Context: an optimization exercise on an open-source flow, tuned for small area, a short achievable clock period and few clock cycles. The choices shown serve that exercise and are no tape-out recipe. The RTL was checked by simulation tests, not by an equivalence proof against the original design. The flow treats the clock pin as an ideal source, which a real chip does not have. No activity file was given, so power comes from the tool's default toggle rates.

## alpha
## mnist_conv
module mnist_conv (
    input  wire        clk,
    input  wire        reset,
    input  wire        start,
    output wire        done,
    input  wire [11:0] img_base,
    input  wire [11:0] krn_base,
    input  wire [11:0] dst_base,
    output wire [11:0] img_addr,
    input  wire [15:0] img_rdata,
    output wire [11:0] krn_addr,
    input  wire [15:0] krn_rdata,
    output wire [11:0] dst_addr,
    output wire [15:0] dst_wdata,
    output wire        dst_we
);
    localparam PIPE = 4;             
    localparam [11:0] WE_ON  = 12'd26 + PIPE;
    localparam [11:0] WE_OFF = 12'd2054 + PIPE;
    localparam [1:0] MV_R = 2'd0, MV_L = 2'd1, MV_D = 2'd2;
    reg         run, done_r, we_r;
    reg  [11:0] cnt;                 
    reg  [2:0]  ph;                  
    reg  [11:0] ka, ia, da;          
    reg  [15:0] krd_q;               
    reg  [15:0] pix_q, pix_s0, pix_s1;   
    reg         rd_on;               
    assign done     = done_r;
    assign dst_we   = we_r;
    assign krn_addr = ka;
    assign img_addr = ia;
    assign dst_addr = da;
    wire go = start & ~run & ~done_r;    
    always @(posedge clk) begin
        if (reset) begin
            run    <= 1'b0;
            done_r <= 1'b0;
            we_r   <= 1'b0;
            cnt    <= 12'd0;
            ph     <= 3'b001;
            rd_on  <= 1'b0;
        end else begin
            if (go) run <= 1'b1;
            if (run) begin
                cnt <= cnt + 12'd1;
                ph  <= {ph[1:0], ph[2]};
            end else begin
                cnt <= {11'd0, go};
                ph  <= go ? 3'b010 : 3'b001;
            end
            if (run && cnt == 12'd15) rd_on <= 1'b1;
            if (run && cnt == WE_ON) we_r <= 1'b1;
            if (run && cnt == WE_OFF) begin
                we_r   <= 1'b0;
                done_r <= 1'b1;
                run    <= 1'b0;
                rd_on  <= 1'b0;
                cnt    <= 12'd0;
                ph     <= 3'b001;
            end
        end
    end
    localparam [1:0] KD_P9 = 2'd0, KD_M17 = 2'd1, KD_P1 = 2'd2, KD_M18 = 2'd3;
    reg       kstream;
    reg [1:0] kd;
    reg [11:0] kstep;
    always @(*) begin
        case (kd)
            KD_P9:   kstep = 12'd9;
  ...
==> flow/config.mk <==
export PLATFORM = sky130hd
export DESIGN_NAME = mnist_conv
export DESIGN_NICKNAME = mnist_conv
export VERILOG_FILES = /design/flow/design.v
export SDC_FILE = /design/flow/constraint.sdc
export NUM_CORES = 4
export LEC_CHECK = 0
export ABC_CLOCK_PERIOD_IN_PS = 3000
export CAP_MARGIN = 20
export CORE_MARGIN = 2
export CORE_UTILIZATION = 55
export SLEW_MARGIN = 20
==> flow/constraint.sdc <==
create_clock -name core_clock -period 8.0 [get_ports {clk}]
set_input_delay 1.6000 -clock core_clock [delete_from_list [all_inputs] [get_ports {clk}]]
set_output_delay 1.6000 -clock core_clock [all_outputs]
set_load 0.01 [all_outputs]
standard.sh (not shown) runs the stock make flow with config.mk's settings and CLKGATE_MAP_FILE= SYNTH_SCRIPT=/design/flow/synth_recipe.tcl, a recipe that flattens the netlist after the stock synthesis.
==> flow/flow/run.sh <==
#!/bin/bash
set -euo pipefail
SETUP_MARGIN=5.15
here=$(pwd)
sed 's/yosys synth -nofsm -noshare {\*}\$args/yosys synth -nofsm -noshare -noabc {*}$args/' \
    synth_recipe.tcl > noabc_synth.tcl
grep -q -- '-noshare -noabc' noabc_synth.tcl
sed -e "s|SYNTH_SCRIPT=[^ ]*|SYNTH_SCRIPT=$here/noabc_synth.tcl SETUP_SLACK_MARGIN=$SETUP_MARGIN|" \
    standard.sh > standard_noabc.sh
grep -q "SYNTH_SCRIPT=$here/noabc_synth.tcl SETUP_SLACK_MARGIN=$SETUP_MARGIN" standard_noabc.sh
bash standard_noabc.sh > flow_make.log 2>&1
alpha: flow completed, timing, DRC and antenna clean
Testbench counts of alpha, summed over its fixed seeds: cycles 49,416.
Input changes introduced in beta (baseline for comparison: alpha):
- an added CTS_CLUSTER_DIAMETER of 100
- an added CTS_CLUSTER_SIZE of 20
--- a/flow/flow/run.sh
+++ b/flow/flow/run.sh
@@ -3 +3 @@
-SETUP_MARGIN=5.15
+SETUP_MARGIN=5.3
==> summary.txt <==
beta did not stop at any stage, and its layout met the timing, design-rule and antenna checks.
In beta, final period demand of the worst path is higher than in alpha.
Compared beta against alpha; maximum clock frequency within noise.
| largest buffer count on any clock path | beta vs alpha | ≈ equal |
Against alpha as the reference, beta delivers a higher fraction of area in multi-input gates.
Summary of beta over alpha: sequential group share of total power has increased; combinational fraction of design power now sits higher; post-route cell area shrank by 750 sq um.
Growth of design area from synthesis to finish in beta is 1.4 points below alpha.
Delta (beta minus alpha): wire length rose 7.4 mm; wire length of the first global-routing pass went up by 7.6 mm; internal cell power decreased by 1.7 mW relative to the old numbers.

mnist_conv, a different RTL version from the one above (not shown whole).
Size: roughly 4600 cells after synthesis, about 1000 flip-flops, ~130 I/O pins.
==> flow/design.v (excerpt) <==
module mnist_conv (
    input  wire        clk,
    input  wire        reset,
    input  wire        start,
    output wire        done,
    input  wire [11:0] img_base,
    input  wire [11:0] krn_base,
    input  wire [11:0] dst_base,
    output wire [11:0] img_addr,
    input  wire [15:0] img_rdata,
    output wire [11:0] krn_addr,
    input  wire [15:0] krn_rdata,
    output wire [11:0] dst_addr,
    output wire [15:0] dst_wdata,
    output wire        dst_we
);
    localparam PIPE = 4;             
    localparam [11:0] WE_ON  = 12'd26 + PIPE;
    localparam [11:0] WE_OFF = 12'd2054 + PIPE;
    localparam [1:0] MV_R = 2'd0, MV_L = 2'd1, MV_D = 2'd2;
    reg         run, done_r, we_r;
    reg  [11:0] cnt;                 
    reg  [2:0]  ph;                  
    reg  [11:0] ka, ia, da;          
    reg  [15:0] krd_q;               
    reg  [15:0] pix_q, pix_s0;       
    reg         rd_on;               
    assign done     = done_r;
    assign dst_we   = we_r;
    assign krn_addr = ka;
    assign img_addr = ia;
    assign dst_addr = da;
    wire go = start & ~run & ~done_r;    
  ...
export LEC_CHECK = 0
export ABC_CLOCK_PERIOD_IN_PS = 3000
export CAP_MARGIN = 20
export CORE_MARGIN = 2
export CORE_UTILIZATION = 55
export CTS_CLUSTER_DIAMETER = 100
export CTS_CLUSTER_SIZE = 20
export GPL_ROUTABILITY_DRIVEN = 0
export SLEW_MARGIN = 20
create_clock -name core_clock -period 8.0 [get_ports {clk}]
==> flow/flow/run.sh <==
#!/bin/bash
# The standard layout (standard.sh) with these changes:
#  * synthesis skips the early "abc -fast" pass inside Yosys's synth command
#    (synth -noabc).  That pass restructures the full-adder trees before
#    extract_fa runs and leaves many inverters between adder cells; without
#    it extract_fa maps the trees cleanly.  Registers (names, count and cell
#    types) are the same as the standard synthesis: the final abc mapping
#    and dfflibmap are unchanged.
set -euo pipefail
SETUP_MARGIN=5.25
here=$(pwd)
sed 's/yosys synth -nofsm -noshare {\*}\$args/yosys synth -nofsm -noshare -noabc {*}$args/' \
    synth_recipe.tcl > noabc_synth.tcl
grep -q -- '-noshare -noabc' noabc_synth.tcl
sed -e "s|SYNTH_SCRIPT=[^ ]*|SYNTH_SCRIPT=$here/noabc_synth.tcl SETUP_SLACK_MARGIN=$SETUP_MARGIN POST_RESIZE_TCL=$here/flow/post_resize.tcl POST_CTS_TCL=$here/flow/post_cts.tcl|" \
    standard.sh > standard_noabc.sh
grep -q "POST_CTS_TCL=$here/flow/post_cts.tcl" standard_noabc.sh
bash standard_noabc.sh > flow_make.log 2>&1
Other scripts of this flow, unchanged in this note and not shown: flow/flow/ff_drive.tcl, flow/flow/post_cts.tcl, flow/flow/post_resize.tcl
Testbench counts at the start, summed over its fixed seeds: cycles 49,416.
==> next run, changes <==
--- a/flow/flow/run.sh
+++ b/flow/flow/run.sh
@@ -10 +10 @@
-SETUP_MARGIN=5.25
+SETUP_MARGIN=5.3
Settings changed: CTS_CLUSTER_DIAMETER 100 to 120, CTS_CLUSTER_SIZE 20 to 24.
Result: Design area shrinks by about 0.4%. Combinational power stays flat. Die area does not change. Wire length is about the same. Register-to-register slack stays flat. Utilization shrinks by 0.26 points. Setup slack stays flat. First-iteration DRC count shrinks by about 1%. Flip-flop and latch count does not change.

[what the ideal ports hide]
How much do the figures lean on ideal ports? The routed layouts below were timed once more, with nothing changed but the port constraints.
Step 1 (the two cells are an assumption about what drives the block):
set clk [get_ports {clk}]
set_driving_cell -lib_cell sky130_fd_sc_hd__clkbuf_16 $clk
set_driving_cell -lib_cell sky130_fd_sc_hd__buf_2 [delete_from_list [all_inputs] $clk]
Step 2 moves the port delays by t, midway between the first and last clock arrival at a register: inputs arrive t later, outputs are due t later. That takes back most of the time a late clock gives input paths.
Three values: no drivers, after step 1, after step 2; two values: the first two.
run	shift t [ns]	slack for setup (ns)	hold WS [ns]	worst setup path at the end	latest minus earliest clock arrival (ns)
alpha	0.772	5.140 / 5.070 / 4.711	0.318 / 0.318 / 0.318	input to register	0.037 / 0.037
beta	0.788	5.132 / 5.054 / 4.767	0.327 / 0.327 / 0.327	input to register	0.068 / 0.067
the first run of note 2	0.778	5.210 / 5.134 / 5.085	0.322 / 0.322 / 0.322	input to register	0.032 / 0.031
the second run of note 2	0.766	5.209 / 5.133 / 5.089	0.323 / 0.323 / 0.323	input to register	0.043 / 0.043
After both steps setup and hold are still met in every run listed. For alpha, which loses most, drivers alone change the setup slack by -0.070 ns; drivers and shift together by -0.429 ns.
